Source: an optimization exercise on an open RTL-to-GDS flow (aim: small area). Production flows keep margins and buffers that such runs may drop.
Only simulation tests tie the RTL to the original design; equivalence was not proved.
The clock port is modelled as an ideal driver; clocking choices that lean on that would not hold on a real chip.
Power and IR drop assume default switching activity.

### flow/design.v
module VGA
#(
	parameter HS_Tpw640_480 = 16'd95,
	parameter HS_Ts640_480 = 16'd799,
	parameter VS_Tpw640_480 = 16'd1,
	parameter VS_Ts640_480 = 16'd524,
	parameter HS_Tbp640_480 = 16'd48,
	parameter HS_Tfp640_480 = 16'd17,
	parameter VS_Tbp640_480 = 16'd33,
	parameter VS_Tfp640_480 = 16'd11,
	parameter HS_Tpw800_600 = 16'd119,
	parameter HS_Ts800_600 = 16'd1039,
	parameter VS_Tpw800_600 = 16'd5,
	parameter VS_Ts800_600 = 16'd665,
	parameter HS_Tbp800_600 = 16'd64,
	parameter HS_Tfp800_600 = 16'd57,
	parameter VS_Tbp800_600 = 16'd23,
	parameter VS_Tfp800_600 = 16'd38
)
(
	input clk,
	input rst_n,
	input sw,
	output [5:0] VGA_B,
	output [5:0] VGA_G,
	output [5:0] VGA_R,
	output VGA_HS,
	output VGA_VS
);
reg [7:0] as;
reg [4:0] am;
reg [4:0] avs;   
reg [4:0] avm;   
reg ahsync, ahw;
reg ff;          
wire a_f    = as[7] ^ as[0] ^ (~as[5] & as[6]);
wire a_end  = (as & 8'd233) == (8'd86 & 8'd233);    
wire a_s71  = (as & 8'd190) == (8'd73 & 8'd190);    
wire a_s135 = (as & 8'd159) == (8'd193 & 8'd159);   
wire a_s3   = (as & 8'd157) == (8'd106 & 8'd157);   
wire a_ev   = a_s71 && am == 5'd16;     
wire a_hson = a_s135 && am == 5'd18;    
wire avs_end = (avs == 5'd29);
wire av_wrap = (avm == 5'd17) && (avs == 5'd14);
always @(posedge clk, negedge rst_n)
	if (!rst_n) begin
		as <= 8'd244;   
		am <= 5'd16;
		avs <= 5'd9;
		avm <= 5'd16;
		ahsync <= 1'b0;
		ahw <= 1'b0;
		ff <= 1'b1;
	end
	else begin
		as <= {as[6:0], a_f};
		ff <= ff & as[7];
		if (a_end)
			am <= (am == 5'd19) ? 5'd0 : am + 5'd1;
		if (a_ev) begin
			if (av_wrap) begin
				avs <= 5'd0;
				avm <= 5'd0;
			end
			else if (avs_end) begin
				avs <= 5'd0;
				avm <= avm + 5'd1;
			end
			else
				avs <= avs + 5'd1;
		end
		if (a_ev)
			ahsync <= 1'b0;
		else if (a_hson)
			ahsync <= 1'b1;
		if (a_s3 && am[3:0] == 4'd0)
			ahw <= ~am[4];
	end
wire a_on = ahw && !avm[4];
wire [3:0] a_r = am[4] ? 4'd0 : am[3:0];
wire [3:0] a_g = a_on ? avm[3:0] : 4'd0;
wire a_vs = !ff && !(avm == 5'd16 && avs[4:1] == 4'b0101);
reg [6:0] bs;
reg [4:0] bm;
reg [5:0] bvs;   
reg [4:0] bvm;   
reg bhsync, bhw;
wire b_short = bm[4] & bm[2];                       
wire b_s79  = (bs & 7'd47) == (7'd100 & 7'd47);     
wire b_jump = b_short & b_s79;
wire b_f    = bs[6] ^ bs[1] ^ (bs[0] & ~bs[4]) ^ b_jump;
wire b_end  = (bs & 7'd109) == (7'd36 & 7'd109);    
wire b_s15  = (bs & 7'd95) == (7'd9 & 7'd95);       
wire b_s55  = (bs & 7'd126) == (7'd25 & 7'd126);    
wire b_s1   = (bs & 7'd63) == (7'd17 & 7'd63);      
wire b_ev   = b_s15 && bm == 5'd17;     
wire b_hson = b_s55 && bm == 5'd19;     
wire bvs_end = (bvs == {5'b10010, bvm[0]});         
wire bv_wrap = (bvm == 5'd17) && (bvs == 6'd28);
always @(posedge clk, negedge rst_n)
	if (!rst_n) begin
		bs <= 7'd98;    
		bm <= 5'd17;
		bvs <= 6'd36;
		bvm <= 5'd16;
		bhsync <= 1'b0;
		bhw <= 1'b0;
	end
	else begin
		bs <= {bs[5:0], b_f};
		if (b_jump)
			bm <= 5'd0;
		else if (b_end)
			bm <= bm + 5'd1;
		if (b_ev) begin
			if (bv_wrap) begin
				bvs <= 6'd0;
				bvm <= 5'd0;
			end
			else if (bvs_end) begin
				bvs <= 6'd0;
				bvm <= bvm + 5'd1;
			end
			else
				bvs <= bvs + 6'd1;
		end
		if (b_ev)
			bhsync <= 1'b0;
		else if (b_hson)
			bhsync <= 1'b1;
		if (b_s1 && bm[3:0] == 4'd0)
			bhw <= ~bm[4];
	end
wire b_on = bhw && !bvm[4];
wire [3:0] b_r = bm[4] ? 4'd0 : bm[3:0];
wire [3:0] b_g = b_on ? bvm[3:0] : 4'd0;
wire b_vs = !ff && !(bvm == 5'd17 && bvs <= 6'd5);
assign VGA_R = {2'b00, sw ? b_r : a_r};
assign VGA_G = {2'b00, sw ? b_g : a_g};
assign VGA_B = {3'b000, sw ? b_on : a_on, 2'b00};
assign VGA_HS = sw ? bhsync : ahsync;
assign VGA_VS = sw ? b_vs : a_vs;
endmodule
### flow/flow/run.sh
#!/bin/bash
# Own layout flow:
#  1. the standard synthesis (standard.sh synth);
#  2. the logic between its registers re-mapped by Yosys/ABC for area, every
#     register kept as the standard synthesis made it (same cells, same names);
#  3. the standard layout of that netlist, with port buffers of the
#     smallest buffer and a clock tree without dummy loads.
# Each tool's output goes to a log file in this folder.
set -euo pipefail
W=$PWD
R=$W/orfs/results/$FLOW_PLATFORM/VGA/base
LIB=$FLOW_HOME/platforms/$FLOW_PLATFORM/lib/sky130_fd_sc_hd__tt_025C_1v80.lib

bash standard.sh synth > std_synth.log 2>&1

python3 flow/mkcells.py $LIB $W/cells_comb.v $W/abc_dont_use.txt > mkcells.log 2>&1
cp $R/1_2_yosys.v $W/std_netlist.v
cat > $W/resyn.ys <<Y
read_liberty -lib $LIB
read_verilog -overwrite $W/cells_comb.v
read_verilog $W/std_netlist.v
hierarchy -top $FLOW_TOP
flatten
techmap
opt -purge
abc -liberty $LIB $(cat $W/abc_dont_use.txt) -script "+strash;&get,-n;&deepsyn,-T,20;&put;dc2;dch,-f;amap;topo"
rename -hide w:*.*
opt_clean -purge
hilomap -singleton -hicell sky130_fd_sc_hd__conb_1 HI -locell sky130_fd_sc_hd__conb_1 LO
splitnets
opt_clean -purge
stat -liberty $LIB
write_verilog -noattr -noexpr -nohex -nodec $W/resyn.v
Y
yosys -l $W/resyn.log -q $W/resyn.ys > /dev/null 2>&1
cp $W/resyn.v $R/1_2_yosys.v
touch $R/1_2_yosys.v

export CTS_ARGS="-sink_clustering_enable -repair_clock_nets -buf_list sky130_fd_sc_hd__clkbuf_8 -dont_use_dummy_load"
export BUFFER_PORTS_ARGS="-buffer_cell sky130_fd_sc_hd__buf_1"
bash standard.sh > std_layout.log 2>&1
### flow/flow/mkcells.py
# Writes, from the platform's liberty file:
#   argv[2]: Verilog models of its combinational cells (so Yosys can re-map the
#            logic between the registers of the standard synthesis), and
#   argv[3]: ABC -dont_use arguments that leave only the size-1 logic cells.
import re, sys
lib = open(sys.argv[1]).read()
models, dont = [], []
for m in re.finditer(r'\n    cell \("(sky130_fd_sc_hd__(\w+))"\) \{(.*?)\n    \}', lib, re.S):
    name, short, body = m.group(1), m.group(2), m.group(3)
    seq = 'ff (' in body or 'latch (' in body or 'statetable' in body
    keep = (not seq and re.search(r'_(0|1)$', short) and not short.startswith((
        'lpflow', 'probe', 'clk', 'dly', 'ebuf', 'einv', 'buf', 'fill', 'tap', 'decap',
        'diode', 'conb', 'macro', 'sdf', 'sdl', 'df', 'dl', 'edf', 'sedf', 'bufinv'))
        and 'dont_use : true' not in body)
    if not keep:
        dont.append(name)
    if seq:
        continue
    pins = re.findall(r'pin \("(\w+)"\) \{(.*?)\n        \}', body, re.S)
    ins = [p for p, b in pins if 'direction : "input"' in b]
    outs = [(p, re.search(r'function : "(.*?)"', b)) for p, b in pins if 'direction : "output"' in b]
    if not outs or any(f is None for _, f in outs):
        continue
    decl = ', '.join(['input ' + i for i in ins] + ['output ' + o for o, _ in outs])
    assigns = ''.join(f"  assign {o} = {f.group(1).replace('!', '~')};\n" for o, f in outs)
    models.append(f"module {name}({decl});\n{assigns}endmodule")
open(sys.argv[2], 'w').write('\n'.join(models) + '\n')
open(sys.argv[3], 'w').write(' '.join('-dont_use ' + n for n in dont) + '\n')
print(len(models), 'models,', len(dont), 'cells not used')
### flow/standard.sh
#!/bin/bash
# synth_recipe.tcl (not shown) runs the flow's synth.tcl, then flattens the netlist and writes it again
# the make line also repeats each setting of config.mk as NAME=value (left out here)
make -C /OpenROAD-flow-scripts/flow DESIGN_CONFIG=/design/flow/config.mk WORK_HOME=/design/flow/orfs CLKGATE_MAP_FILE= SYNTH_SCRIPT=/design/flow/synth_recipe.tcl "${@:-finish}"
### flow/config.mk
export PLATFORM = sky130hd
export DESIGN_NAME = VGA
export DESIGN_NICKNAME = VGA
export VERILOG_FILES = /design/flow/design.v
export SDC_FILE = /design/flow/constraint.sdc
export NUM_CORES = 4
export LEC_CHECK = 0
export CAP_MARGIN = 20
export CORE_MARGIN = 2
export CORE_UTILIZATION = 40
export SLEW_MARGIN = 20
### flow/constraint.sdc
create_clock -name core_clock -period 10.0 [get_ports {clk}]
set_input_delay 2.0000 -clock core_clock [delete_from_list [all_inputs] [get_ports {clk}]]
set_output_delay 2.0000 -clock core_clock [all_outputs]
set_load 0.01 [all_outputs]
==> results.txt, run 1 <==
* Clk slew on worst S/H paths at approximately 100 ps
* Clk sinks at 51
* Detail Placement HPWL at about 3000 um
* Cts hold-fix bufs at 0
* Worst slew pin tran at approximately 950 ps
* DR WL/cell at around 12 um
* Switching share of power at 20.64%
* RSZ-0062 raised after global routing: false
* CTS Root Cell: clkbuf_8
* Fin Hold WS at 371.9 ps
* Post-CTS setup buffer count at 0
* Routed WL at 3986 um
* DRC violations left at 0
* Crit Path Max Fanout at 6
* Iter 0 DRT Violations at 89
* Chip height at 78.24 um
* Syn_area_per_cell at 9.462 um2
* Req. time, crit path at 8000 ps
* Clock Power Share at roughly a third
* Status: finished clean
* Largest net degree at the start of global routing at between 50 and 60
* Total negative slack at 0 ps
* Final nets at between 200 and 300
* Period minus WS final at 5078 ps
* Number of global-route vias before repair at 1595
* Core Rows at 27
* DR vias at 1623
* Synth Cell Area at 0.002205 mm2
* Htree depth at 2
* Worst rel slew slack at approximately 36%
* Gr ovfl total at 0
* Period Utilization, post-route at 50.78%
* Total Routing Usage GR at 14.87%
* Clock Skew at 19.00 ps
* Ant. Diodes at 0
* IO buf count at 13
* Crit. End Element: primary output
* Leak at 0.9548 nW
* Final ANT Viol Nets at 0
* Initial Util at approximately two fifths
* Die Width at 78.24 um
* Net switching power at 0.06569 mW
* Synth warn at 1
* RePlAce Congestion at 0.7936
* Critical path launch point type: input port
* FMAX at 196.9 MHz
* Maximum VDD drop at 0.07309 mV
* Syn Inst Count at 233
* Clock Latency Late Sink at 300 ps
* HP Class: flop to flop
* P_int at roughly 0.25 mW
* Hold Vio Cnt, Final at 0
* Post-CTS Resized at 0
* DIE AREA at 0.006122 mm2
* Initial antenna violation count at 0
* Gate power share at about 2.3%
* Area Overhead vs Synth at 11.18%
* First-pass GRT wire length at 7189 um
* Register share of total power at roughly 65%
* Core area at 0.005405 mm2
* TritonRoute pass-1 iters at 4
* CP Class: input port to primary output
* Dpl cell area at roughly 0.0024 mm2
* CTS Buf Count at 5
* Via density at a little under 5
* Pwr dens at 129.8 mW/mm2
* I/O pins at 23
* Final instance area at between 0.002 and 0.0025 mm2
* Final Max Slew Viols at 0
* Arr. time, crit path at 3080 ps
* DP Cell Count at approximately 330
* Maxcap violations at 0
* CTS tree: yes
* Layout cells sized above 1 at 9.615%
* Max clock buf depth at 2
* Final setup fails at 0
* Non-Filler Instances at 332
==> placed cells by master, fill, tap and decap left out, types with 2 or more instances in the layout <==
cell,n
nor3_1,10
a211oi_1,8
a31oi_1,2
o21ai_0,7
o32ai_1,2
nand4_1,4
buf_1,12
nor2_1,35
nand4b_1,3
nand2_1,16
o21a_1,4
clkbuf_8,5
a2111oi_0,2
or3_1,2
or4_1,2
o22ai_1,8
dfrtp_1,33
nand3_1,7
dfstp_2,18
or2_0,2
nor4_1,7
conb_1,9
a21oi_1,12
inv_1,41
==> state kept, by name, summed over array words and instances, names as in the netlist <==
signal,flops
ff,1
bhw,1
ahsync,1
bvm,5
bvs,6
ahw,1
bs,7
as,8
avs,5
bhsync,1
am,5
avm,5
bm,5
==> per-layer routing <==
metal	wire length [um]	GRT usage, %
met1	1991	20.21
met2	1799	23.45
met3	129	3.448
met4	65	5.263
met5	0	0
==> per-stage QoR <==
step	total power [mW]	utilization [%]	worst slack [ps]
final	0.3183	45.35	4922
after global routing	0.3317	45.35	4825
after CTS	0.3247	45.35	4883
after detailed placement	0.2180	44.07	4890
after global placement	0.2180	44.07	4945
after floorplan	0.2127	-	5472
==> layout make-up <==
class,instances,area (um2)
clock buffer,5,68.82
fill,523,2954
inverter,41,153.9
multi-input combinational,149,782.0
sequential,51,1299
tap,72,90.09
timing repair buffer,14,57.56
==> worst paths after layout <==
path / from / depth (start not counted) / endpoint / slack [ps]
worst max-delay path: sw / 5 / VGA_VS / 4920
worst min-delay path: as[6]$_DFF_PN1_ / 0 / as[7]$_DFF_PN1_ / 370
min in group asynchronous: rst_n / 2 / bs[0]$_DFF_PN0_ / 1790
max in group asynchronous: rst_n / 2 / bhsync$_DFFE_PN0P_ / 7770
worst max register to register: am[0]$_DFFE_PN0N_ / 15 / avm[4]$_DFFE_PN1P_ / 7040
worst min register to register: as[6]$_DFF_PN1_ / 0 / as[7]$_DFF_PN1_ / 370
==> worst max-delay path: stages <==
cell and delay [ps]:
buf_1 250, inv_1 140, a2111oi_0 430, nor3_1 120, buf_1 140
==> power by group through the flow <==
| stage | combinational [mW] | sequential, mW | clock [mW] |
|---|---|---|---|
| after CTS | 0.00778 | 0.206 | 0.110 |
| after floorplan | 0.00244 | 0.210 | 0 |
| after global placement | 0.00775 | 0.210 | 0 |
| after global routing | 0.00900 | 0.206 | 0.116 |
| after detailed placement | 0.00776 | 0.210 | 0 |
| final | 0.00743 | 0.207 | 0.104 |
==> run 2, diff against run 1 <==
--- a/flow/flow/run.sh
+++ b/flow/flow/run.sh
@@ -5,5 +5,8 @@
 #     register kept as the standard synthesis made it (same cells, same names);
 #  3. the standard layout of that netlist, with port buffers of the
-#     smallest buffer and a clock tree without dummy loads.
+#     smallest buffer, one tie cell for all constant outputs, and the clock
+#     net split into four groups of flip-flops by position, each driven by
+#     one clock buffer (flow/clktree.tcl, run before CTS, which then has no
+#     clock net left to buffer).
 # Each tool's output goes to a log file in this folder.
 set -euo pipefail
@@ -37,5 +40,6 @@
 touch $R/1_2_yosys.v
 
-export CTS_ARGS="-sink_clustering_enable -repair_clock_nets -buf_list sky130_fd_sc_hd__clkbuf_8 -dont_use_dummy_load"
+export PRE_CTS_TCL=$W/flow/clktree.tcl
+export SKIP_REPAIR_TIE_FANOUT=1
 export BUFFER_PORTS_ARGS="-buffer_cell sky130_fd_sc_hd__buf_1"
 bash standard.sh > std_layout.log 2>&1
==> flow/flow/clktree.tcl (new file) <==
# Clock distribution: the flip-flops are split into NCLK groups by position
# (k-means), each group driven by one clock buffer placed at its centre; the
# buffers' inputs hang directly on the clock port's net.
proc clk_groups {} {
  set k 4
  set cell sky130_fd_sc_hd__clkbuf_8
  set net [get_nets clk]
  set pins {}
  foreach p [get_pins -of_objects $net] {
    if {[get_property $p direction] eq "input"} { lappend pins $p }
  }
  set pts {}
  foreach p $pins {
    set inst [[sta::sta_to_db_pin $p] getInst]
    set bb [$inst getBBox]
    lappend pts [list [expr {([$bb xMin]+[$bb xMax])/2.0}] [expr {([$bb yMin]+[$bb yMax])/2.0}]]
  }
  set n [llength $pts]
  # init centres: spread along sorted x+y
  set order [lsort -real -indices [lmap q $pts {expr {[lindex $q 0]+[lindex $q 1]}}]]
  set cs {}
  for {set i 0} {$i < $k} {incr i} { lappend cs [lindex $pts [lindex $order [expr {int(($i+0.5)*$n/$k)}]]] }
  for {set it 0} {$it < 50} {incr it} {
    set asg {}
    foreach q $pts {
      set best 0; set bd 1e30
      for {set i 0} {$i < $k} {incr i} {
        set c [lindex $cs $i]
        set d [expr {abs([lindex $q 0]-[lindex $c 0]) + abs([lindex $q 1]-[lindex $c 1])}]
        if {$d < $bd} { set bd $d; set best $i }
      }
      lappend asg $best
    }
    set ncs {}
    for {set i 0} {$i < $k} {incr i} {
      set sx 0; set sy 0; set m 0
      foreach q $pts a $asg { if {$a == $i} { set sx [expr {$sx+[lindex $q 0]}]; set sy [expr {$sy+[lindex $q 1]}]; incr m } }
      if {$m > 0} { lappend ncs [list [expr {$sx/$m}] [expr {$sy/$m}]] } else { lappend ncs [lindex $cs $i] }
    }
    set cs $ncs
  }
  set dbu [[ord::get_db_block] getDbUnitsPerMicron]
  for {set i 0} {$i < $k} {incr i} {
    set g {}
    foreach p $pins a $asg { if {$a == $i} { lappend g $p } }
    if {[llength $g] == 0} continue
    set c [lindex $cs $i]
    insert_buffer -buffer_cell $cell -net clk -load_pins $g -location [list [expr {[lindex $c 0]/$dbu}] [expr {[lindex $c 1]/$dbu}]] -buffer_name clkbuf_g$i -net_name clknet_g$i
    puts "clock group $i: [llength $g] flip-flops"
  }
}
clk_groups
==> results.txt, run 2 <==
* Status: finished clean
* Req. time, crit path at 8000 ps (about the same)
* RePlAce Congestion at 0.8250 (+4.0%)
* Layout cells sized above 1 at 9.562% (-0.054 points)
* Max reg flops at 8 (unchanged)
* Worst slew pin tran at 904.9 ps (-47.89 ps)
* Ant. Diodes at 0 (unchanged)
* Syn_area_per_cell at 9.462 um2 (unchanged)
* Core area at 0.005405 mm2 (unchanged)
* Worst rel slew slack at 39.12% (+3.2 points)
* Fillers at 541 (+3.4%)
* Routed WL at 4060 um (+1.9%)
* Hold Vio Cnt, Final at 0 (unchanged)
* DIE AREA at 0.006122 mm2 (unchanged)
* Period Utilization, post-route at 50.58% (-0.20 points)
* Total Routing Usage GR at 13.92% (-0.95 points)
* Initial Util at 40.79% (unchanged)
* CP max stage delay at 390 ps (-40 ps)
* Syn Inst Count at 233 (unchanged)
* Arr. time, crit path at 3060 ps (-20 ps)
* Crit Path Max Fanout at 6 (unchanged)
* Final nets at 256 (-3.4%)
* Clock Latency Late Sink at 150 ps (-150 ps)
* Maximum VDD drop at 0.06789 mV (-7.1%)
* TritonRoute pass-1 iters at 4 (unchanged)
* Crit. End Element: primary output
* Die Width at 78.24 um (unchanged)
* First-pass GRT wire length at 7231 um (+0.58%)
* Switching share of power at 19.45% (-1.2 points)
* Slowest stage cell, crit path: a2111oi_0
* Multi-input logic area at 752.0 um2 (-3.8%)
* HP Class: flop to flop
* Reg2Reg Depth at 15 (unchanged)
* Clock Skew at 15.23 ps (-3.770 ps)
* Final ANT Viol Nets at 0 (unchanged)
* DR vias at 1598 (-1.5%)
* Post-CTS Resized at 0 (unchanged)
* Cts hold-fix bufs at 0 (unchanged)
* Via density at 4.947 (+1.2%)
* Final Max Slew Viols at 0 (unchanged)
* CP cell instances: buf_1 > inv_1 > a2111oi_0 > nor3_1 > buf_1
* IO buf count at 13 (unchanged)
* Power consumption at 0.3030 mW (-4.8%)
* Core Rows at 27 (unchanged)
* DRC violations left at 0 (unchanged)
* Register share of total power at 68.1% (+3.2 points)
* CP Class: input port to primary output
* Number of global-route vias before repair at 1567 (-1.8%)
* Chip height at 78.24 um (unchanged)
* Critical path launch point type: input port
* Initial antenna violation count at 0 (unchanged)
* Gr ovfl total at 0 (unchanged)
* Leak at 0.9217 nW (-3.5%)
* Commonest non-fill, non-tap cell in the layout: inv_1
* DR WL/cell at 12.57 um (+4.7%)
* Maxcap violations at 0 (unchanged)
* Worst path most repeated cell: buf_1
* I/O pins at 23 (unchanged)
* R2R setup slack at 7070 ps (+30 ps)
* Clock Power Share at 29.4% (-3.4 points)
* RSZ-0062 raised after global routing: false
* Gate power share at 2.5% (+0.2 points)
* Largest register by flop count: as
* Synth warn at 1 (unchanged)
* Total negative slack at 0 ps (unchanged)
* Hold Path Depth at 0 (unchanged)
* FF+latch area at 0.001299 mm2 (unchanged)
* Area Overhead vs Synth at 9.194%
* Period minus WS final at 5058 ps (-20.20 ps)
* Clk slew on worst S/H paths at 90 ps (about the same)
* Largest net degree at the start of global routing at 52 (unchanged)
* Biggest regs: as (8), bs (7), bvs (6)
* Pwr dens at 125.9 mW/mm2 (-3.1%)
* P_int at 0.2441 mW (-3.4%)
* Final setup fails at 0 (unchanged)
* Net switching power at 0.05892 mW (-10%)
* Iter 0 DRT Violations at 79 (-11%)
* Commonest cells after routing, fill and taps aside: 41 x inv_1, 35 x nor2_1, 33 x dfrtp_1, 18 x dfstp_2, 16 x nand2_1
* Post-CTS setup buffer count at 0 (unchanged)
* Detail Placement HPWL at 2988 um (+1.2%)
* FMAX at 197.7 MHz (+0.40%)
* Synth Cell Area at 0.002205 mm2 (unchanged)
[run 2: cell types whose count changed in the layout (fill, tap and decap cells not counted), sizes merged]
cell | previous run | this run
conb | 9 | 1
clkbuf | 6 | 5
[run 2: per-layer routing]
layer / vias up / track usage, % / part of all wire [%]
met4: 0 / 1.579 / 1.5
met2: 16 / 22.41 / 44
li1: 841 / - / -
met1: 737 / 21.42 / 52
met3: 4 / 0.9195 / 2.3
met5: - / 0 / 0
[run 2: worst paths after layout]
path,from,endpoint
worst min-delay path,bs[5]$_DFF_PN1_,bs[6]$_DFF_PN1_
max in group asynchronous,rst_n,avs[1]$_DFFE_PN0P_
worst max register to register,am[0]$_DFFE_PN0N_,avm[4]$_DFFE_PN1P_
worst max-delay path,sw,VGA_VS
min in group asynchronous,rst_n,ahsync$_DFFE_PN0P_
worst min register to register,bs[5]$_DFF_PN1_,bs[6]$_DFF_PN1_
[run 2: critical path, delay by kind of cell]
family / cells / cell delay (ps)
AOI/OAI and AO/OA: 1 / 390
buffers and inverters: 3 / 550
and+or+nand+nor: 1 / 130
[run 2: stage by stage]
stage	utilization, %	instances	worst slack, ps	cell area (um2)	hold WS [ps]
finish	44.54	323	4942	2407	354.7
global route	44.54	323	4870	2407	369.8
CTS	44.54	323	4944	2407	358.9
detailed placement	43.52	319	4948	2352	358.9
global placement	43.52	319	4948	2352	356.3
floorplan	-	233	5472	2205	347.7
[run 2: power groups by stage]
stage | sequential, mW | clock (mW) | combinational [mW]
3_3_place_gp | 0.210 | 0 | 0.00773
5_1_grt | 0.206 | 0.100 | 0.00885
3_5_place_dp | 0.210 | 0 | 0.00783
2_1_floorplan | 0.210 | 0 | 0.00244
4_1_cts | 0.210 | 0.0671 | 0.00782
6_report | 0.206 | 0.0891 | 0.00743
[run 2: area by class of cell, clock buffers not listed]
class / count / area share (%)
Inverter: 41 / 6.393
Multi-Input combinational cell: 141 / 31.24
Sequential cell: 51 / 53.95
Timing Repair Buffer: 14 / 2.391
Tap cell: 72 / 3.742
==> run 3, diff against run 2 <==
--- a/flow/design.v
+++ b/flow/design.v
@@ -39,8 +39,8 @@
 wire a_s135 = (as & 8'd159) == (8'd193 & 8'd159);   
 wire a_s3   = (as & 8'd157) == (8'd106 & 8'd157);   
-wire a_ev   = a_s71 && am == 5'd16;     
-wire a_hson = a_s135 && am == 5'd18;    
-wire avs_end = (avs == 5'd29);
-wire av_wrap = (avm == 5'd17) && (avs == 5'd14);
+wire a_ev   = a_s71 && am[4] && !am[1] && !am[0];   
+wire a_hson = a_s135 && am[4] && am[1] && !am[0];  
+wire avs_end = avs[4] && avs[3] && avs[2] && avs[0];   
+wire av_wrap = avm[4] && avm[0] && avs[3] && avs[2] && avs[1];   
 always @(posedge clk, negedge rst_n)
 	if (!rst_n) begin
@@ -57,5 +57,5 @@
 		ff <= ff & as[7];
 		if (a_end)
-			am <= (am == 5'd19) ? 5'd0 : am + 5'd1;
+			am <= (am[4] && am[1] && am[0]) ? 5'd0 : am + 5'd1;   
 		if (a_ev) begin
 			if (av_wrap) begin
@@ -80,5 +80,5 @@
 wire [3:0] a_r = am[4] ? 4'd0 : am[3:0];
 wire [3:0] a_g = a_on ? avm[3:0] : 4'd0;
-wire a_vs = !ff && !(avm == 5'd16 && avs[4:1] == 4'b0101);
+wire a_vs = !ff && !(avm[4] && !avm[0] && avs[4:1] == 4'b0101);   
 reg [6:0] bs;
 reg [4:0] bm;
@@ -94,8 +94,8 @@
 wire b_s55  = (bs & 7'd126) == (7'd25 & 7'd126);    
 wire b_s1   = (bs & 7'd63) == (7'd17 & 7'd63);      
-wire b_ev   = b_s15 && bm == 5'd17;     
-wire b_hson = b_s55 && bm == 5'd19;     
-wire bvs_end = (bvs == {5'b10010, bvm[0]});         
-wire bv_wrap = (bvm == 5'd17) && (bvs == 6'd28);
+wire b_ev   = b_s15 && bm[4] && !bm[1] && bm[0];   
+wire b_hson = b_s55 && bm[4] && bm[1] && bm[0];    
+wire bvs_end = bvs[5] && bvs[2] && (bvs[0] == bvm[0]);   
+wire bv_wrap = bvm[4] && bvm[0] && bvs[4] && bvs[3] && bvs[2];   
 always @(posedge clk, negedge rst_n)
 	if (!rst_n) begin
@@ -135,5 +135,5 @@
 wire [3:0] b_r = bm[4] ? 4'd0 : bm[3:0];
 wire [3:0] b_g = b_on ? bvm[3:0] : 4'd0;
-wire b_vs = !ff && !(bvm == 5'd17 && bvs <= 6'd5);
+wire b_vs = !ff && !(bvm[4] && bvm[0] && !bvs[4] && !bvs[3] && !(bvs[2] && bvs[1]));   
 assign VGA_R = {2'b00, sw ? b_r : a_r};
 assign VGA_G = {2'b00, sw ? b_g : a_g};
--- a/flow/flow/run.sh
+++ b/flow/flow/run.sh
@@ -4,4 +4,5 @@
 #  2. the logic between its registers re-mapped by Yosys/ABC for area, every
 #     register kept as the standard synthesis made it (same cells, same names);
+#     the register-free logic is rebuilt from the standard netlist's cells.
 #  3. the standard layout of that netlist, with port buffers of the
 #     smallest buffer, one tie cell for all constant outputs, and the clock
@@ -19,5 +20,8 @@
 python3 flow/mkcells.py $LIB $W/cells_comb.v $W/abc_dont_use.txt > mkcells.log 2>&1
 cp $R/1_2_yosys.v $W/std_netlist.v
-cat > $W/resyn.ys <<Y
+# Three ABC runs (different random seeds) in parallel; the smallest netlist
+# is kept.
+for S in 0 1 2; do
+cat > $W/resyn_$S.ys <<Y
 read_liberty -lib $LIB
 read_verilog -overwrite $W/cells_comb.v
@@ -27,5 +31,5 @@
 techmap
 opt -purge
-abc -liberty $LIB $(cat $W/abc_dont_use.txt) -script "+strash;&get,-n;&deepsyn,-T,20;&put;dc2;dch,-f;amap;topo"
+abc -liberty $LIB $(cat $W/abc_dont_use.txt) -script "+strash;&get,-n;&deepsyn,-T,40,-S,$S;&put;dc2;dch,-f;amap;topo"
 rename -hide w:*.*
 opt_clean -purge
@@ -33,12 +37,16 @@
 splitnets
 opt_clean -purge
-stat -liberty $LIB
-write_verilog -noattr -noexpr -nohex -nodec $W/resyn.v
+tee -o $W/resyn_$S.area stat -liberty $LIB
+write_verilog -noattr -noexpr -nohex -nodec $W/resyn_$S.v
 Y
-yosys -l $W/resyn.log -q $W/resyn.ys > /dev/null 2>&1
-cp $W/resyn.v $R/1_2_yosys.v
+yosys -l $W/resyn_$S.log -q $W/resyn_$S.ys > /dev/null 2>&1 &
+done
+wait
+BEST=$(for S in 0 1 2; do echo "$(grep 'Chip area' $W/resyn_$S.area | awk '{print $NF}') $S"; done | sort -g | head -1 | awk '{print $2}')
+echo "smallest netlist: seed $BEST" > resyn_choice.log
+cp $W/resyn_$BEST.v $R/1_2_yosys.v
 touch $R/1_2_yosys.v
 
-export PRE_CTS_TCL=$W/flow/clktree.tcl
+export PRE_CTS_TCL=$W/flow/clktree.tcl CLK_GROUPS=4 CLK_BUF=sky130_fd_sc_hd__clkbuf_8
 export SKIP_REPAIR_TIE_FANOUT=1
 export BUFFER_PORTS_ARGS="-buffer_cell sky130_fd_sc_hd__buf_1"
--- a/flow/flow/clktree.tcl
+++ b/flow/flow/clktree.tcl
@@ -3,6 +3,6 @@
 # buffers' inputs hang directly on the clock port's net.
 proc clk_groups {} {
-  set k 4
-  set cell sky130_fd_sc_hd__clkbuf_8
+  set k $::env(CLK_GROUPS)
+  set cell $::env(CLK_BUF)
   set net [get_nets clk]
   set pins {}
==> results.txt, run 3 <==
* Reg2reg start: am[0]$_DFFE_PN0N_
* Leak at 0.9503 nW (+3.1%)
* Maximum VDD drop at 0.07584 mV (+12%)
* Clk slew on worst S/H paths at 90 ps (about the same)
* Hold worst-path end: as[5]$_DFF_PN1_
* Hold_sp: as[4]$_DFF_PN1_
* Total Routing Usage GR at 14.01% (+0.090 points)
* Post-CTS Resized at 0 (unchanged)
* Cts hold-fix bufs at 0 (unchanged)
* Largest net degree at the start of global routing at 52 (unchanged)
* Total negative slack at 0 ps (unchanged)
* Arr. time, crit path at 2890 ps (-170 ps)
* Hold Vio Cnt, Final at 0 (unchanged)
* Final ANT Viol Nets at 0 (unchanged)
* Clock Power Share at 28.9% (-0.5 points)
* Period minus WS final at 4888 ps (-169.9 ps)
* Core Rows at 26 (-3.7%)
* Period Utilization, post-route at 48.88% (-1.7 points)
* DR WL/cell at 12.44 um (-1.0%)
* FMAX at 204.6 MHz (+3.5%)
* Die Width at 77.78 um (-0.59%)
* Clock Skew at 22.16 ps (+6.932 ps)
* DR vias at 1581 (-1.1%)
* Syn_area_per_cell at 9.264 um2 (-2.1%)
* Ant. Diodes at 0 (unchanged)
* Register share of total power at 68.8% (+0.7 points)
* Reg2Reg Depth at 10 (-5)
* Crit. End Element: primary output
* Maxcap violations at 0 (unchanged)
* Final nets at 259 (+1.2%)
* Pwr dens at 125.9 mW/mm2 (about the same)
* Worst rel slew slack at 51.18% (+12 points)
* I/O pins at 23 (unchanged)
* Synth warn at 1 (unchanged)
* DRC violations left at 0 (unchanged)
* Layout cells sized above 1 at 9.843% (+0.28 points)
* DIE AREA at 0.006049 mm2 (-1.2%)
* IO buf count at 13 (unchanged)
* P_int at 0.2440 mW (about the same)
* Reg-to-reg endpoint: avm[3]$_DFFE_PN0P_
* Max reg flops at 8 (unchanged)
* Net switching power at 0.05623 mW (-4.6%)
* HP Class: flop to flop
* Biggest regs: as (8), bs (7), bvs (6)
* Initial Util at 42.09% (+1.3 points)
* Area Overhead vs Synth at 9.540%
* Fillers at 520 (-3.9%)
* Via density at 4.880 (-1.4%)
* Final setup fails at 0 (unchanged)
* Gr ovfl total at 0 (unchanged)
* Core area at 0.005172 mm2 (-4.3%)
* Detail Placement HPWL at 3017 um (+0.95%)
* Syn Inst Count at 235 (+0.86%)
* R2R setup slack at 6960 ps (-110 ps)
* Chip height at 77.78 um (-0.59%)
* Status: finished clean
* Critical path launch point type: input port
* RePlAce Congestion at 0.7837 (-5.0%)
* Gate power share at 2.4% (about the same)
* Switching share of power at 18.73% (-0.71 points)
* Synth Cell Area at 0.002177 mm2 (-1.2%)
* Post-CTS setup buffer count at 0 (unchanged)
* First-pass GRT wire length at 7210 um (-0.29%)
* Clock Latency Late Sink at 150 ps (about the same)
* Final Max Slew Viols at 0 (unchanged)
* RSZ-0062 raised after global routing: false
* TritonRoute pass-1 iters at 4 (unchanged)
* Iter 0 DRT Violations at 55 (-30%)
* CP Class: input port to primary output
* Routed WL at 4031 um (-0.71%)
* Commonest non-fill, non-tap cell in the layout: nor2_1
* Initial antenna violation count at 0 (unchanged)
* Req. time, crit path at 8000 ps (about the same)
* Hold Path Depth at 0 (unchanged)
* Commonest cells after routing, fill and taps aside: 43 x nor2_1, 33 x dfrtp_1, 32 x inv_1, 25 x nand2_1, 18 x dfstp_2
* Worst slew pin tran at 725.6 ps (-179.2 ps)
* Number of global-route vias before repair at 1582 (+0.96%)
* Largest register by flop count: as
* Crit Path Max Fanout at 6 (unchanged)
* Fin Hold WS at 338.6 ps (-16.11 ps)
## run 3: worst max-delay path: stages
cell     delay (ps)
buf_1           100
inv_1           160
nand2_1          80
nor2_1          130
inv_1           100
o22ai_1         150
buf_1           170
## run 3: worst max-delay path by stage
stage	from	end	depth (start not counted)
after floorplan	sw	VGA_G[0]	5
after global placement	sw	VGA_G[0]	7
after detailed placement	sw	VGA_G[3]	7
after CTS	sw	VGA_G[3]	7
after global routing	sw	VGA_G[3]	7
final	sw	VGA_G[3]	7
## run 3: stage by stage
stage | cell area (um2) | instances | util [%] | setup slack, ps | total power, mW
3_5_place_dp | 2330 | 320 | 45.04 | 5093 | 0.2177
2_1_floorplan | 2177 | 235 | - | 5417 | 0.2126
5_1_grt | 2385 | 324 | 46.11 | 4944 | 0.3131
4_1_cts | 2385 | 324 | 46.11 | 5088 | 0.2847
3_3_place_gp | 2330 | 320 | 45.04 | 5178 | 0.2176
6_report | 2385 | 324 | 46.11 | 5112 | 0.3002
## run 3: metal layers
metal	GRT usage (%)	vias to the layer above	share of wire, %
li1	-	822	-
met1	20.09	738	50
met2	23.97	16	46
met3	1.279	5	2.8
met4	1.250	0	1.1
met5	0	-	0
## run 3: cell type report, clock buffers not listed
| type | instances | area (um2) | area share, % |
|---|---|---|---|
| timing repair buffer | 15 | 65.06 | 2.728 |
| inverter | 32 | 120.1 | 5.037 |
| multi-input combinational | 152 | 758.2 | 31.79 |
| tap | 70 | 87.58 | 3.673 |
| sequential | 51 | 1299 | 54.46 |
## run 3: power by group through the flow
stage          clock network (mW)  logic [mW]  registers (mW)
2_1_floorplan                   0     0.00235           0.210
3_3_place_gp                    0     0.00737           0.210
3_5_place_dp                    0     0.00743           0.210
4_1_cts                    0.0670     0.00741           0.210
5_1_grt                    0.0981     0.00848           0.206
6_report                   0.0866     0.00706           0.207
==> run 4, diff against run 3 <==
--- a/flow/design.v
+++ b/flow/design.v
@@ -28,10 +28,14 @@
 	output VGA_VS
 );
-reg [7:0] as;
-reg [4:0] am;
+reg [7:0] asx;   
+reg [4:0] amx;   
+wire [7:0] as = ~asx;
+wire [4:0] am = amx ^ 5'd16;
 reg [4:0] avs;   
-reg [4:0] avm;   
+reg [4:0] avmx;  
+wire [4:0] avm = avmx ^ 5'd16;
 reg ahsync, ahw;
-reg ff;          
+reg ffx;         
+wire ff = ~ffx;
 wire a_f    = as[7] ^ as[0] ^ (~as[5] & as[6]);
 wire a_end  = (as & 8'd233) == (8'd86 & 8'd233);    
@@ -41,32 +45,29 @@
 wire a_ev   = a_s71 && am[4] && !am[1] && !am[0];   
 wire a_hson = a_s135 && am[4] && am[1] && !am[0];  
-wire avs_end = avs[4] && avs[3] && avs[2] && avs[0];   
-wire av_wrap = avm[4] && avm[0] && avs[3] && avs[2] && avs[1];   
+wire av_wrap = avm[4] && avm[0] && avs[2] && avs[0];   
+wire [15:0] av_g = 16'h8FBF;
+wire av_f = avs[4] ^ av_g[avs[3:0]] ^ av_wrap;
+wire avs_end = avs[4] && !avs[3] && avs[2] && avs[0];   
 always @(posedge clk, negedge rst_n)
 	if (!rst_n) begin
-		as <= 8'd244;   
-		am <= 5'd16;
-		avs <= 5'd9;
-		avm <= 5'd16;
+		asx <= 8'd11;   
+		amx <= 5'd0;    
+		avs <= 5'd24;   
+		avmx <= 5'd0;   
 		ahsync <= 1'b0;
 		ahw <= 1'b0;
-		ff <= 1'b1;
+		ffx <= 1'b0;
 	end
 	else begin
-		as <= {as[6:0], a_f};
-		ff <= ff & as[7];
+		asx <= ~{as[6:0], a_f};
+		ffx <= ffx | ~as[7];
 		if (a_end)
-			am <= (am[4] && am[1] && am[0]) ? 5'd0 : am + 5'd1;   
+			amx <= ((am[4] && am[1] && am[0]) ? 5'd0 : am + 5'd1) ^ 5'd16;   
 		if (a_ev) begin
-			if (av_wrap) begin
-				avs <= 5'd0;
-				avm <= 5'd0;
-			end
-			else if (avs_end) begin
-				avs <= 5'd0;
-				avm <= avm + 5'd1;
-			end
-			else
-				avs <= avs + 5'd1;
+			avs <= {avs[3:0], av_f};
+			if (av_wrap)
+				avmx <= 5'd16;
+			else if (avs_end)
+				avmx <= (avm + 5'd1) ^ 5'd16;
 		end
 		if (a_ev)
@@ -80,9 +81,12 @@
 wire [3:0] a_r = am[4] ? 4'd0 : am[3:0];
 wire [3:0] a_g = a_on ? avm[3:0] : 4'd0;
-wire a_vs = !ff && !(avm[4] && !avm[0] && avs[4:1] == 4'b0101);   
+wire a_vs = !ff && !(avm[4] && !avm[0] && avs[3:0] == 4'b0000);   
 reg [6:0] bs;
-reg [4:0] bm;
-reg [5:0] bvs;   
-reg [4:0] bvm;   
+reg [4:0] bmx;   
+reg [5:0] bvsx;  
+reg [4:0] bvmx;  
+wire [4:0] bm = bmx ^ 5'd17;
+wire [5:0] bvs = bvsx ^ 6'd36;
+wire [4:0] bvm = bvmx ^ 5'd16;
 reg bhsync, bhw;
 wire b_short = bm[4] & bm[2];                       
@@ -101,7 +105,7 @@
 	if (!rst_n) begin
 		bs <= 7'd98;    
-		bm <= 5'd17;
-		bvs <= 6'd36;
-		bvm <= 5'd16;
+		bmx <= 5'd0;    
+		bvsx <= 6'd0;   
+		bvmx <= 5'd0;   
 		bhsync <= 1'b0;
 		bhw <= 1'b0;
@@ -110,18 +114,18 @@
 		bs <= {bs[5:0], b_f};
 		if (b_jump)
-			bm <= 5'd0;
+			bmx <= 5'd17;
 		else if (b_end)
-			bm <= bm + 5'd1;
+			bmx <= (bm + 5'd1) ^ 5'd17;
 		if (b_ev) begin
 			if (bv_wrap) begin
-				bvs <= 6'd0;
-				bvm <= 5'd0;
+				bvsx <= 6'd36;
+				bvmx <= 5'd16;
 			end
 			else if (bvs_end) begin
-				bvs <= 6'd0;
-				bvm <= bvm + 5'd1;
+				bvsx <= 6'd36;
+				bvmx <= (bvm + 5'd1) ^ 5'd16;
 			end
 			else
-				bvs <= bvs + 6'd1;
+				bvsx <= (bvs + 6'd1) ^ 6'd36;
 		end
 		if (b_ev)
--- a/flow/flow/run.sh
+++ b/flow/flow/run.sh
@@ -20,7 +20,7 @@
 python3 flow/mkcells.py $LIB $W/cells_comb.v $W/abc_dont_use.txt > mkcells.log 2>&1
 cp $R/1_2_yosys.v $W/std_netlist.v
-# Three ABC runs (different random seeds) in parallel; the smallest netlist
+# Four ABC runs (different random seeds) in parallel; the smallest netlist
 # is kept.
-for S in 0 1 2; do
+for S in 0 1 2 3; do
 cat > $W/resyn_$S.ys <<Y
 read_liberty -lib $LIB
@@ -31,5 +31,5 @@
 techmap
 opt -purge
-abc -liberty $LIB $(cat $W/abc_dont_use.txt) -script "+strash;&get,-n;&deepsyn,-T,40,-S,$S;&put;dc2;dch,-f;amap;topo"
+abc -liberty $LIB $(cat $W/abc_dont_use.txt) -script "+strash;&get,-n;&deepsyn,-T,30,-S,$S;&put;dc2;dch,-f;amap;topo"
 rename -hide w:*.*
 opt_clean -purge
@@ -43,5 +43,5 @@
 done
 wait
-BEST=$(for S in 0 1 2; do echo "$(grep 'Chip area' $W/resyn_$S.area | awk '{print $NF}') $S"; done | sort -g | head -1 | awk '{print $2}')
+BEST=$(for S in 0 1 2 3; do echo "$(grep 'Chip area' $W/resyn_$S.area | awk '{print $NF}') $S"; done | sort -g | head -1 | awk '{print $2}')
 echo "smallest netlist: seed $BEST" > resyn_choice.log
 cp $W/resyn_$BEST.v $R/1_2_yosys.v
==> results.txt, run 4 <==
* Final ANT Viol Nets at 0 (unchanged)
* Period Utilization, post-route at 48.86% (about the same)
* FMAX at 204.7 MHz (about the same)
* Iter 0 DRT Violations at 82 (+49%)
* DR WL/cell at 12.26 um (-1.4%)
* Status: finished clean
* Slowest stage cell, crit path: o41ai_1
* Commonest cells after routing, fill and taps aside: 43 x dfrtp_1, 39 x inv_1, 30 x nor2_1, 22 x nand2_1, 14 x o21ai_0
* Maximum VDD drop at 0.08662 mV (+14%)
* CP bufs+invs at 3 (-1)
* Detail Placement HPWL at 2886 um (-4.3%)
* Initial antenna violation count at 0 (unchanged)
* Final setup fails at 0 (unchanged)
* First-pass GRT wire length at 7031 um (-2.5%)
* CP cell instances: buf_1 > inv_1 > o41ai_1 > a41oi_1 > buf_1
* CP Class: input port to primary output
* Clk slew on worst S/H paths at 70 ps (-20 ps)
* DRC violations left at 0 (unchanged)
* R2R setup slack at 7470 ps (+510 ps)
* Worst rel slew slack at 36.29% (-15 points)
* TritonRoute pass-1 iters at 4 (unchanged)
* Req. time, crit path at 8000 ps (about the same)
* Period minus WS final at 4886 ps (-2.400 ps)
* Post-CTS setup buffer count at 0 (unchanged)
* Largest register by flop count: asx
* Max reg flops at 8 (unchanged)
* Die Width at 77.42 um (-0.46%)
* Syn Inst Count at 229 (-2.6%)
* Reg2reg start: asx[7]$_DFF_PN0_
* HP Class: flop to flop
* Chip height at 77.42 um (-0.46%)
* Leak at 0.9687 nW (+1.9%)
* DIE AREA at 0.005993 mm2 (-0.92%)
* Synth Cell Area at 0.002156 mm2 (-0.98%)
* Commonest non-fill, non-tap cell in the layout: dfrtp_1
* Area Overhead vs Synth at 9.634% (about the same)
* Routed WL at 3900 um (-3.2%)
* Pwr dens at 127.0 mW/mm2 (+0.87%)
* I/O pins at 23 (unchanged)
* Layout cells sized above 1 at 6.048% (-3.8 points)
* Total Routing Usage GR at 13.91% (-0.096 points)
* Crit Path Max Fanout at 6 (unchanged)
* Reg2Reg Depth at 10 (unchanged)
* Final nets at 253 (-2.3%)
* CP max stage delay at 360 ps (+190 ps)
* Total negative slack at 0 ps (unchanged)
* Largest net degree at the start of global routing at 52 (unchanged)
* Critical path launch point type: input port
* Ant. Diodes at 0 (unchanged)
* IO buf count at 13 (unchanged)
* RSZ-0062 raised after global routing: false
* Core area at 0.005140 mm2 (-0.63%)
* Crit. End Element: primary output
* Syn_area_per_cell at 9.414 um2 (+1.6%)
* Worst path most repeated cell: buf_1
* Hold Vio Cnt, Final at 0 (unchanged)
* Final Max Slew Viols at 0 (unchanged)
* Dpl cell area at 0.002308 mm2 (-0.91%)
* Fillers at 541 (+4.0%)
* Hold_sp: asx[5]$_DFF_PN0_
* Hold worst-path end: asx[6]$_DFF_PN0_
* Gr ovfl total at 0 (unchanged)
* Number of global-route vias before repair at 1536 (-2.9%)
* Multi-input logic area at 723.2 um2 (-4.6%)
* Synth warn at 1 (unchanged)
* Arr. time, crit path at 2890 ps (about the same)
* Post-CTS Resized at 0 (unchanged)
* Worst slew pin tran at 946.9 ps (+221.3 ps)
* RePlAce Congestion at 0.8084 (+3.2%)
* Final instance area at 0.002364 mm2 (-0.89%)
* Core Rows at 26 (unchanged)
* Biggest regs: asx (8), bs (7), bvsx (6)
* Hold Path Depth at 0 (unchanged)
* FF+latch area at 0.001286 mm2 (-0.96%)
* Maxcap violations at 0 (unchanged)
* Via density at 5.009 (+2.7%)
* Clock Latency Late Sink at 150 ps (about the same)
* Cts hold-fix bufs at 0 (unchanged)
* Clock Skew at 16.40 ps (-5.768 ps)
* Reg-to-reg endpoint: avs[0]$_DFFE_PN0P_
* Crit path max-delay family: compound AO/OA/AOI/OAI gates
* Initial Util at 41.94% (-0.15 points)
* DR vias at 1593 (+0.76%)
## run 4: layout make-up, clock buffers not listed
cell class              count  share of cell area [%]
inverters                  39                   6.194
multi-input cells         139                   30.60
flip-flops and latches     51                   54.42
well taps                  70                   3.706
repair buffers             15                   2.753
## run 4: power breakdown
group          switching [mW]  leakage [nW]  internal [mW]
registers                   0         0.655          0.206
logic                 0.00603         0.285       0.000702
clock network          0.0505        0.0288         0.0367
total                  0.0565         0.969          0.244
## run 4: worst reg2reg max path: cells and delay by family, from the launching register on
family | cells | cell delay (ps)
and+or+nand+nor | 5 | 1320
buffers and inverters | 3 | 430
DFF | 1 | 390
AOI/OAI and AO/OA | 2 | 330
## run 4: worst max-delay path by stage
stage                     start       end  slack (ps)  depth (start not counted)
after detailed placement     sw    VGA_VS        5120                          5
after global placement       sw    VGA_VS        5130                          5
final                        sw    VGA_VS        5110                          5
after global routing         sw    VGA_VS        5020                          5
after CTS                    sw    VGA_VS        5120                          5
after floorplan              sw  VGA_G[0]        5480                          3
## run 4: metal layers
layer  vias to the layer above  part of all wire, %  global-route usage [%]  routed length, um
li1                        829                    -                       -                  -
met1                       736                   53                   22.27               2064
met2                        22                   41                   21.13               1607
met3                         6                  3.9                  0.9302                152
met4                         0                  1.9                   2.321                 76
met5                         -                    0                       0                  0
## run 4: through the flow
stage               std cells  utilization, %  worst slack (ps)  hold slack (ps)  power (mW)
floorplan                 229               -              5484            353.7      0.2122
detailed placement        314           44.91              5118            364.3      0.2173
global placement          314           44.91              5126            357.3      0.2173
finish                    318           45.98              5114            377.7      0.3001
CTS                       318           45.98              5118            364.3      0.2844
global route              318           45.98              5020            389.9      0.3110
==> run 5, diff against run 4 <==
--- a/flow/design.v
+++ b/flow/design.v
@@ -34,8 +34,7 @@
 reg [4:0] avs;   
 reg [4:0] avmx;  
-wire [4:0] avm = avmx ^ 5'd16;
+wire [4:0] avm = avmx ^ 5'd24;
+wire first = avm[4] && avm[3];
 reg ahsync, ahw;
-reg ffx;         
-wire ff = ~ffx;
 wire a_f    = as[7] ^ as[0] ^ (~as[5] & as[6]);
 wire a_end  = (as & 8'd233) == (8'd86 & 8'd233);    
@@ -57,9 +56,7 @@
 		ahsync <= 1'b0;
 		ahw <= 1'b0;
-		ffx <= 1'b0;
 	end
 	else begin
 		asx <= ~{as[6:0], a_f};
-		ffx <= ffx | ~as[7];
 		if (a_end)
 			amx <= ((am[4] && am[1] && am[0]) ? 5'd0 : am + 5'd1) ^ 5'd16;   
@@ -67,7 +64,9 @@
 			avs <= {avs[3:0], av_f};
 			if (av_wrap)
-				avmx <= 5'd16;
+				avmx <= 5'd24;
 			else if (avs_end)
-				avmx <= (avm + 5'd1) ^ 5'd16;
+				avmx <= (avm + 5'd1) ^ 5'd24;
+			else if (first)
+				avmx <= 5'd16 ^ 5'd24;
 		end
 		if (a_ev)
@@ -81,5 +80,5 @@
 wire [3:0] a_r = am[4] ? 4'd0 : am[3:0];
 wire [3:0] a_g = a_on ? avm[3:0] : 4'd0;
-wire a_vs = !ff && !(avm[4] && !avm[0] && avs[3:0] == 4'b0000);   
+wire a_vs = !first && !(avm[4] && !avm[0] && avs[3:0] == 4'b0000);   
 reg [6:0] bs;
 reg [4:0] bmx;   
@@ -139,5 +138,5 @@
 wire [3:0] b_r = bm[4] ? 4'd0 : bm[3:0];
 wire [3:0] b_g = b_on ? bvm[3:0] : 4'd0;
-wire b_vs = !ff && !(bvm[4] && bvm[0] && !bvs[4] && !bvs[3] && !(bvs[2] && bvs[1]));   
+wire b_vs = !first && !(bvm[4] && bvm[0] && !bvs[4] && !bvs[3] && !(bvs[2] && bvs[1]));   
 assign VGA_R = {2'b00, sw ? b_r : a_r};
 assign VGA_G = {2'b00, sw ? b_g : a_g};
==> flow/flow/run.sh (replaced) <==
#!/bin/bash
# Own layout flow:
#  1. the standard synthesis (standard.sh synth);
#  2. the logic between its registers re-mapped by Yosys/ABC for area, every
#     register kept as the standard synthesis made it (same cells, same names);
#     the logic is rebuilt from the standard netlist's cells and re-mapped
#     eight ways (ABC deepsyn with four seeds, with and without dc2); the
#     smallest result is kept (resyn_choice.log).
#  3. the standard layout of that netlist, with port buffers of the
#     smallest buffer, one tie cell for all constant outputs, and the clock
#     net split into four groups of flip-flops by position, each driven by
#     one clock buffer (flow/clktree.tcl, run before CTS, which then has no
#     clock net left to buffer).
# Each tool's output goes to a log file in this folder.
set -euo pipefail
W=$PWD
R=$W/orfs/results/$FLOW_PLATFORM/VGA/base
LIB=$FLOW_HOME/platforms/$FLOW_PLATFORM/lib/sky130_fd_sc_hd__tt_025C_1v80.lib

bash standard.sh synth > std_synth.log 2>&1

python3 flow/mkcells.py $LIB $W/cells_comb.v $W/abc_dont_use.txt > mkcells.log 2>&1
cp $R/1_2_yosys.v $W/std_netlist.v
# Eight ABC runs (four random seeds, each with and without dc2 before
# mapping), four at a time; the smallest netlist is kept.
resyn() {
  local S=$1 PRE=$2 I=$1$2
  cat > $W/resyn_$I.ys <<Y
read_liberty -lib $LIB
read_verilog -overwrite $W/cells_comb.v
read_verilog $W/std_netlist.v
hierarchy -top $FLOW_TOP
flatten
techmap
opt -purge
abc -liberty $LIB $(cat $W/abc_dont_use.txt) -script "+strash;&get,-n;&deepsyn,-T,30,-S,$S;&put;$PRE;dch,-f;amap;topo"
rename -hide w:*.*
opt_clean -purge
hilomap -singleton -hicell sky130_fd_sc_hd__conb_1 HI -locell sky130_fd_sc_hd__conb_1 LO
splitnets
opt_clean -purge
tee -o $W/resyn_$I.area stat -liberty $LIB
write_verilog -noattr -noexpr -nohex -nodec $W/resyn_$I.v
Y
  yosys -l $W/resyn_$I.log -q $W/resyn_$I.ys > /dev/null 2>&1
}
for PRE in strash dc2; do
  for S in 0 1 2 3; do resyn $S $PRE & done
  wait
done
BEST=$(for f in $W/resyn_*.area; do echo "$(grep 'Chip area' $f | awk '{print $NF}') $(basename $f .area)"; done | sort -g | head -1 | awk '{print $2}')
for f in $W/resyn_*.area; do echo "$(basename $f .area): $(grep 'Chip area' $f | awk '{print $NF}')"; done > resyn_choice.log
echo "kept: $BEST" >> resyn_choice.log
cp $W/$BEST.v $R/1_2_yosys.v
touch $R/1_2_yosys.v

export PRE_CTS_TCL=$W/flow/clktree.tcl CLK_GROUPS=4 CLK_BUF=sky130_fd_sc_hd__clkbuf_8
export SKIP_REPAIR_TIE_FANOUT=1
export BUFFER_PORTS_ARGS="-buffer_cell sky130_fd_sc_hd__buf_1"
bash standard.sh > std_layout.log 2>&1
==> results.txt, run 5 <==
* Initial Util at 41.50% (-0.44 points)
* Reg2reg start: amx[0]$_DFFE_PN0N_
* Number of global-route vias before repair at 1503 (-2.1%)
* Worst rel slew slack at 40.07% (+3.8 points)
* Maximum VDD drop at 0.07422 mV (-14%)
* Final worst slack at 4854 ps (-260.3 ps)
* Synth warn at 1 (unchanged)
* Iter 0 DRT Violations at 91 (+11%)
* Chip height at 76.80 um (-0.80%)
* CP max stage delay at 320 ps (-40 ps)
* First-pass GRT wire length at 7051 um (+0.28%)
* DR vias at 1593 (unchanged)
* Hold_sp: bs[5]$_DFF_PN1_
* IO buf count at 13 (unchanged)
* Hold worst-path end: bs[6]$_DFF_PN1_
* RSZ-0062 raised after global routing: false
* CP Class: input port to primary output
* TritonRoute pass-1 iters at 4 (unchanged)
* Detail Placement HPWL at 2856 um (-1.1%)
* Fin Hold WS at 378.5 ps (+0.8010 ps)
* Pwr dens at 127.3 mW/mm2 (+0.22%)
* Total Routing Usage GR at 13.87% (-0.046 points)
* Commonest cells after routing, fill and taps aside: 42 x dfrtp_1, 33 x inv_1, 29 x nor2_1, 23 x nand2_1, 17 x o21ai_0
* Via density at 5.089 (+1.6%)
* Post-CTS Resized at 0 (unchanged)
* Gr ovfl total at 0 (unchanged)
* Period Utilization, post-route at 51.46% (+2.6 points)
* Biggest regs: asx (8), bs (7), bvsx (6)
* Req. time, crit path at 8000 ps (about the same)
* Ant. Diodes at 0 (unchanged)
* Initial antenna violation count at 0 (unchanged)
* Power consumption at 0.2952 mW (-1.6%)
* Crit. End Element: primary output
* Place WS at 4848 ps (-270.0 ps)
* DRC violations left at 0 (unchanged)
* Hold Vio Cnt, Final at 0 (unchanged)
* Largest register by flop count: asx
* Clock Skew at 34.64 ps (+18.24 ps)
* Layout cells sized above 1 at 5.761% (-0.29 points)
* Final setup fails at 0 (unchanged)
* Maxcap violations at 0 (unchanged)
* Critical path launch point type: input port
* FMAX at 194.3 MHz (-5.1%)
* Slowest stage cell, crit path: nor3_1
* Period minus WS final at 5146 ps (+260.3 ps)
* Core Rows at 26 (unchanged)
* Syn_area_per_cell at 9.420 um2 (about the same)
* Total negative slack at 0 ps (unchanged)
* Final ANT Viol Nets at 0 (unchanged)
* Max reg flops at 8 (unchanged)
* Commonest non-fill, non-tap cell in the layout: dfrtp_1
* Largest net degree at the start of global routing at 51 (-1.9%)
* Hold Path Depth at 0 (unchanged)
* Final Max Slew Viols at 0 (unchanged)
* DIE AREA at 0.005897 mm2 (-1.6%)
* Fillers at 501 (-7.4%)
* Final nets at 248 (-2.0%)
* Crit Path Max Fanout at 5 (-1)
* R2R setup slack at 7210 ps (-260 ps)
* Reg2Reg Depth at 10 (unchanged)
* Post-CTS setup buffer count at 0 (unchanged)
* Routed WL at 3901 um (about the same)
* Status: finished clean
* Die Width at 76.80 um (-0.80%)
* Cts hold-fix bufs at 0 (unchanged)
* Area Overhead vs Synth at 9.445%
* Final core utilization at 45.42% (-0.56 points)
* Leak at 0.9449 nW (-2.5%)
* Syn Inst Count at 225 (-1.7%)
* HP Class: flop to flop
* RePlAce Congestion at 0.7937 (-1.8%)
* I/O pins at 23 (unchanged)
* Core area at 0.005107 mm2 (-0.63%)
* Synth Cell Area at 0.002120 mm2 (-1.7%)
* DR WL/cell at 12.46 um (+1.6%)
* Reg-to-reg endpoint: avmx[3]$_DFFE_PN0P_
* Clk slew on worst S/H paths at 70 ps (about the same)
* Arr. time, crit path at 3150 ps (+260 ps)
* CP cell instances: buf_1 > inv_1 > nor3_1 > inv_1 > o22ai_1 > buf_1
* Clock Latency Late Sink at 160 ps (about the same)
* Worst slew pin tran at 890.7 ps (-56.16 ps)
run 5: metal layers:
layer  routed length [um]  part of all wire, %  GRT usage (%)
met1                 2014                   52          21.58
met2                 1681                   43          21.75
met3                  132                  3.4         0.9412
met4                   73                  1.9          2.000
met5                    0                    0              0
run 5: metrics by stage:
stage,std cells,area (um2)
after floorplan,225,2120
after global placement,309,2265
after detailed placement,309,2265
after CTS,313,2320
after global routing,313,2320
final,313,2320
run 5: final cells by class, clock buffers not listed:
class	count	area [um2]	area share, %
inverter	33	123.9	5.340
tap	70	87.58	3.776
sequential	50	1261	54.37
multi-input combinational	142	734.5	31.66
timing repair buffer	14	57.56	2.481
run 5: power by group:
part / switching (mW) / leakage, nW / total [mW] / internal [mW]
sequential: 0 / 0.646 / 0.202 / 0.202
combinational: 0.00616 / 0.270 / 0.00694 / 0.000779
clock: 0.0494 / 0.0288 / 0.0861 / 0.0367
run 5: how the worst max path moves through the flow:
stage | start | endpoint | slack (ps) | depth (start not counted)
2_1_floorplan | sw | VGA_G[0] | 5390 | 4
3_3_place_gp | sw | VGA_G[0] | 4920 | 6
3_5_place_dp | sw | VGA_G[1] | 4850 | 6
4_1_cts | sw | VGA_G[1] | 4850 | 6
5_1_grt | sw | VGA_G[1] | 4660 | 6
6_report | sw | VGA_G[1] | 4850 | 6
run 5: worst max-delay path: cells and delay by family:
family                 cells  cell delay (ps)
and+or+nand+nor            1              320
buffers and inverters      4              650
AOI/OAI and AO/OA          1              170
==> run 6, diff against run 5 <==
--- a/flow/design.v
+++ b/flow/design.v
@@ -31,10 +31,10 @@
 reg [4:0] amx;   
 wire [7:0] as = ~asx;
-wire [4:0] am = amx ^ 5'd16;
+wire [4:0] am = amx ^ 5'd24;
 reg [4:0] avs;   
 reg [4:0] avmx;  
 wire [4:0] avm = avmx ^ 5'd24;
 wire first = avm[4] && avm[3];
-reg ahsync, ahw;
+reg ahw;
 wire a_f    = as[7] ^ as[0] ^ (~as[5] & as[6]);
 wire a_end  = (as & 8'd233) == (8'd86 & 8'd233);    
@@ -54,5 +54,4 @@
 		avs <= 5'd24;   
 		avmx <= 5'd0;   
-		ahsync <= 1'b0;
 		ahw <= 1'b0;
 	end
@@ -60,5 +59,9 @@
 		asx <= ~{as[6:0], a_f};
 		if (a_end)
-			amx <= ((am[4] && am[1] && am[0]) ? 5'd0 : am + 5'd1) ^ 5'd16;   
+			amx <= ((am[4] && am[1] && am[0]) ? 5'd0 : am + 5'd1) ^ 5'd24;   
+		else if (a_ev)
+			amx <= (am | 5'd8) ^ 5'd24;    
+		else if (a_hson)
+			amx <= (am & 5'd23) ^ 5'd24;   
 		if (a_ev) begin
 			avs <= {avs[3:0], av_f};
@@ -70,8 +73,4 @@
 				avmx <= 5'd16 ^ 5'd24;
 		end
-		if (a_ev)
-			ahsync <= 1'b0;
-		else if (a_hson)
-			ahsync <= 1'b1;
 		if (a_s3 && am[3:0] == 4'd0)
 			ahw <= ~am[4];
@@ -79,4 +78,5 @@
 wire a_on = ahw && !avm[4];
 wire [3:0] a_r = am[4] ? 4'd0 : am[3:0];
+wire ahsync = !(am[4] && am[3]);
 wire [3:0] a_g = a_on ? avm[3:0] : 4'd0;
 wire a_vs = !first && !(avm[4] && !avm[0] && avs[3:0] == 4'b0000);   
@@ -85,8 +85,8 @@
 reg [5:0] bvsx;  
 reg [4:0] bvmx;  
-wire [4:0] bm = bmx ^ 5'd17;
+wire [4:0] bm = bmx ^ 5'd25;
 wire [5:0] bvs = bvsx ^ 6'd36;
 wire [4:0] bvm = bvmx ^ 5'd16;
-reg bhsync, bhw;
+reg bhw;
 wire b_short = bm[4] & bm[2];                       
 wire b_s79  = (bs & 7'd47) == (7'd100 & 7'd47);     
@@ -107,5 +107,4 @@
 		bvsx <= 6'd0;   
 		bvmx <= 5'd0;   
-		bhsync <= 1'b0;
 		bhw <= 1'b0;
 	end
@@ -113,7 +112,11 @@
 		bs <= {bs[5:0], b_f};
 		if (b_jump)
-			bmx <= 5'd17;
+			bmx <= 5'd25;
 		else if (b_end)
-			bmx <= (bm + 5'd1) ^ 5'd17;
+			bmx <= (bm + 5'd1) ^ 5'd25;
+		else if (b_ev)
+			bmx <= (bm | 5'd8) ^ 5'd25;    
+		else if (b_hson)
+			bmx <= (bm & 5'd23) ^ 5'd25;   
 		if (b_ev) begin
 			if (bv_wrap) begin
@@ -128,8 +131,4 @@
 				bvsx <= (bvs + 6'd1) ^ 6'd36;
 		end
-		if (b_ev)
-			bhsync <= 1'b0;
-		else if (b_hson)
-			bhsync <= 1'b1;
 		if (b_s1 && bm[3:0] == 4'd0)
 			bhw <= ~bm[4];
@@ -137,4 +136,5 @@
 wire b_on = bhw && !bvm[4];
 wire [3:0] b_r = bm[4] ? 4'd0 : bm[3:0];
+wire bhsync = !(bm[4] && bm[3]);
 wire [3:0] b_g = b_on ? bvm[3:0] : 4'd0;
 wire b_vs = !first && !(bvm[4] && bvm[0] && !bvs[4] && !bvs[3] && !(bvs[2] && bvs[1]));   
==> results.txt, run 6 <==
* Maximum VDD drop at 0.07036 mV (-5.2%)
* FMAX at 200.7 MHz (+3.3%)
* Pwr dens at 124.6 mW/mm2 (-2.1%)
* DRC violations left at 0 (unchanged)
* HP Class: flop to flop
* DR WL/cell at 12.70 um (+1.9%)
* Multi-input logic area at 740.7 um2 (+0.85%)
* Syn Inst Count at 224 (-0.44%)
* Commonest cells after routing, fill and taps aside: 40 x dfrtp_1, 36 x inv_1, 31 x nor2_1, 22 x nand2_1, 14 x o21ai_0
* Clk slew on worst S/H paths at 90 ps (+20 ps)
* Core area at 0.005075 mm2 (-0.64%)
* Post-CTS setup buffer count at 0 (unchanged)
* RSZ-0062 raised after global routing: false
* IO buf count at 13 (unchanged)
* Worst rel slew slack at 52.82% (+13 points)
* Hold Vio Cnt, Final at 0 (unchanged)
* Dpl cell area at 0.002232 mm2 (-1.4%)
* Final setup fails at 0 (unchanged)
* Post-CTS Resized at 0 (unchanged)
* Via density at 5.032 (-1.1%)
* Biggest regs: asx (8), bs (7), bvsx (6)
* Detail Placement HPWL at 2934 um (+2.8%)
* Total negative slack at 0 ps (unchanged)
* Critical path launch point type: input port
* Synth Cell Area at 0.002087 mm2 (-1.5%)
* Core Rows at 26 (unchanged)
* Maxcap violations at 0 (unchanged)
* Final core utilization at 45.07% (-0.35 points)
* Period Utilization, post-route at 49.84% (-1.6 points)
* Die Width at 76.23 um (-0.74%)
* DIE AREA at 0.005811 mm2 (-1.5%)
* Largest register by flop count: asx
* Chip height at 76.23 um (-0.74%)
* CP Launch Point: sw
* Synth warn at 1 (unchanged)
* First-pass GRT wire length at 6989 um (-0.88%)
* Gr ovfl total at 0 (unchanged)
* Initial Util at 41.12% (-0.38 points)
* Crit. End Element: primary output
* Routed WL at 3963 um (+1.6%)
* I/O pins at 23 (unchanged)
* Hold_sp: bs[5]$_DFF_PN1_
* Ant. Diodes at 0 (unchanged)
* Final ANT Viol Nets at 0 (unchanged)
* CP Class: input port to primary output
* Max reg flops at 8 (unchanged)
* Fin Hold WS at 363.3 ps (-15.16 ps)
* Iter 0 DRT Violations at 104 (+14%)
* Slowest stage cell, crit path: nor3_1
* FF+latch area at 0.001211 mm2 (-4.0%)
* Arr. time, crit path at 2980 ps (-170 ps)
* RePlAce Congestion at 0.7611 (-4.1%)
* CP bufs+invs at 4 (unchanged)
* Leak at 0.9422 nW (-0.29%)
* Crit path max-delay family: buffers and inverters
* Fillers at 513 (+2.4%)
* Req. time, crit path at 8000 ps (about the same)
* Worst slew pin tran at 698.6 ps (-192.1 ps)
* Number of global-route vias before repair at 1545 (+2.8%)
* Total Routing Usage GR at 14.05% (+0.18 points)
* Initial antenna violation count at 0 (unchanged)
* Crit Path Max Fanout at 6 (+1)
* CP max stage delay at 310 ps (about the same)
* Clock Skew at 20.72 ps (-13.92 ps)
* Reg2reg start: bmx[4]$_DFFE_PN0P_
* Final instance area at 0.002287 mm2 (-1.4%)
* Final nets at 247 (-0.40%)
* Largest net degree at the start of global routing at 49 (-3.9%)
* Period minus WS final at 4984 ps (-162.2 ps)
* Status: finished clean
* TritonRoute pass-1 iters at 4 (unchanged)
* Cts hold-fix bufs at 0 (unchanged)
* DR vias at 1570 (-1.4%)
* CP cell instances: buf_1 > inv_1 > nor3_1 > inv_1 > o22ai_1 > buf_1
* Commonest non-fill, non-tap cell in the layout: dfrtp_1
* Area Overhead vs Synth at 9.592%
* Syn_area_per_cell at 9.317 um2 (-1.1%)
* Clock Latency Late Sink at 140 ps (-20 ps)
* Layout cells sized above 1 at 5.785% (+0.024 points)
* Final Max Slew Viols at 0 (unchanged)
## run 6: power breakdown
group          leakage (nW)  total, mW  switching [mW]  internal (mW)
Clock                0.0288     0.0841          0.0475         0.0366
Sequential            0.618      0.194               0          0.194
Combinational         0.295    0.00670         0.00596       0.000740
Total                 0.942      0.285          0.0534          0.232
## run 6: final timing paths
| check | end | slack [ps] | cells after the start |
|---|---|---|---|
| worst max-delay path | VGA_G[0] | 5020 | 6 |
| worst min-delay path | bs[6]$_DFF_PN1_ | 360 | 0 |
| worst max register to register | bvmx[4]$_DFFE_PN0P_ | 7160 | 11 |
| worst min register to register | bs[6]$_DFF_PN1_ | 360 | 0 |
| max in group asynchronous | asx[7]$_DFF_PN0_ | 7630 | 2 |
| min in group asynchronous | bvmx[0]$_DFFE_PN0P_ | 1920 | 2 |
## run 6: worst register-to-register path: cells and delay by family (launching register included)
| family | cells | cell delay (ps) |
|---|---|---|
| compound gates | 1 | 140 |
| buf+inv | 1 | 140 |
| flops | 1 | 470 |
| simple gates | 9 | 2030 |
## run 6: layout make-up, clock buffers not listed
type                       count  area share (%)
inverter                      36           5.908
multi-input combinational    140           32.39
sequential                    48           52.95
tap                           70           3.829
timing repair buffer          14           2.516
## run 6: metal layers
layer | track usage [%] | up-vias | share of wire, %
met5 | 0 | - | 0
met4 | 2.545 | 0 | 1.9
met3 | 1.185 | 5 | 2.7
met2 | 21.50 | 18 | 41
met1 | 22.03 | 725 | 55
li1 | - | 822 | -
## run 6: through the flow
stage                     setup WS [ps]  total power, mW  cells
after detailed placement           5009           0.2049    308
after global routing               4818           0.2973    312
after floorplan                    5367           0.2000    224
after CTS                          5005           0.2700    312
after global placement             5095           0.2048    308
final                              5016           0.2850    312
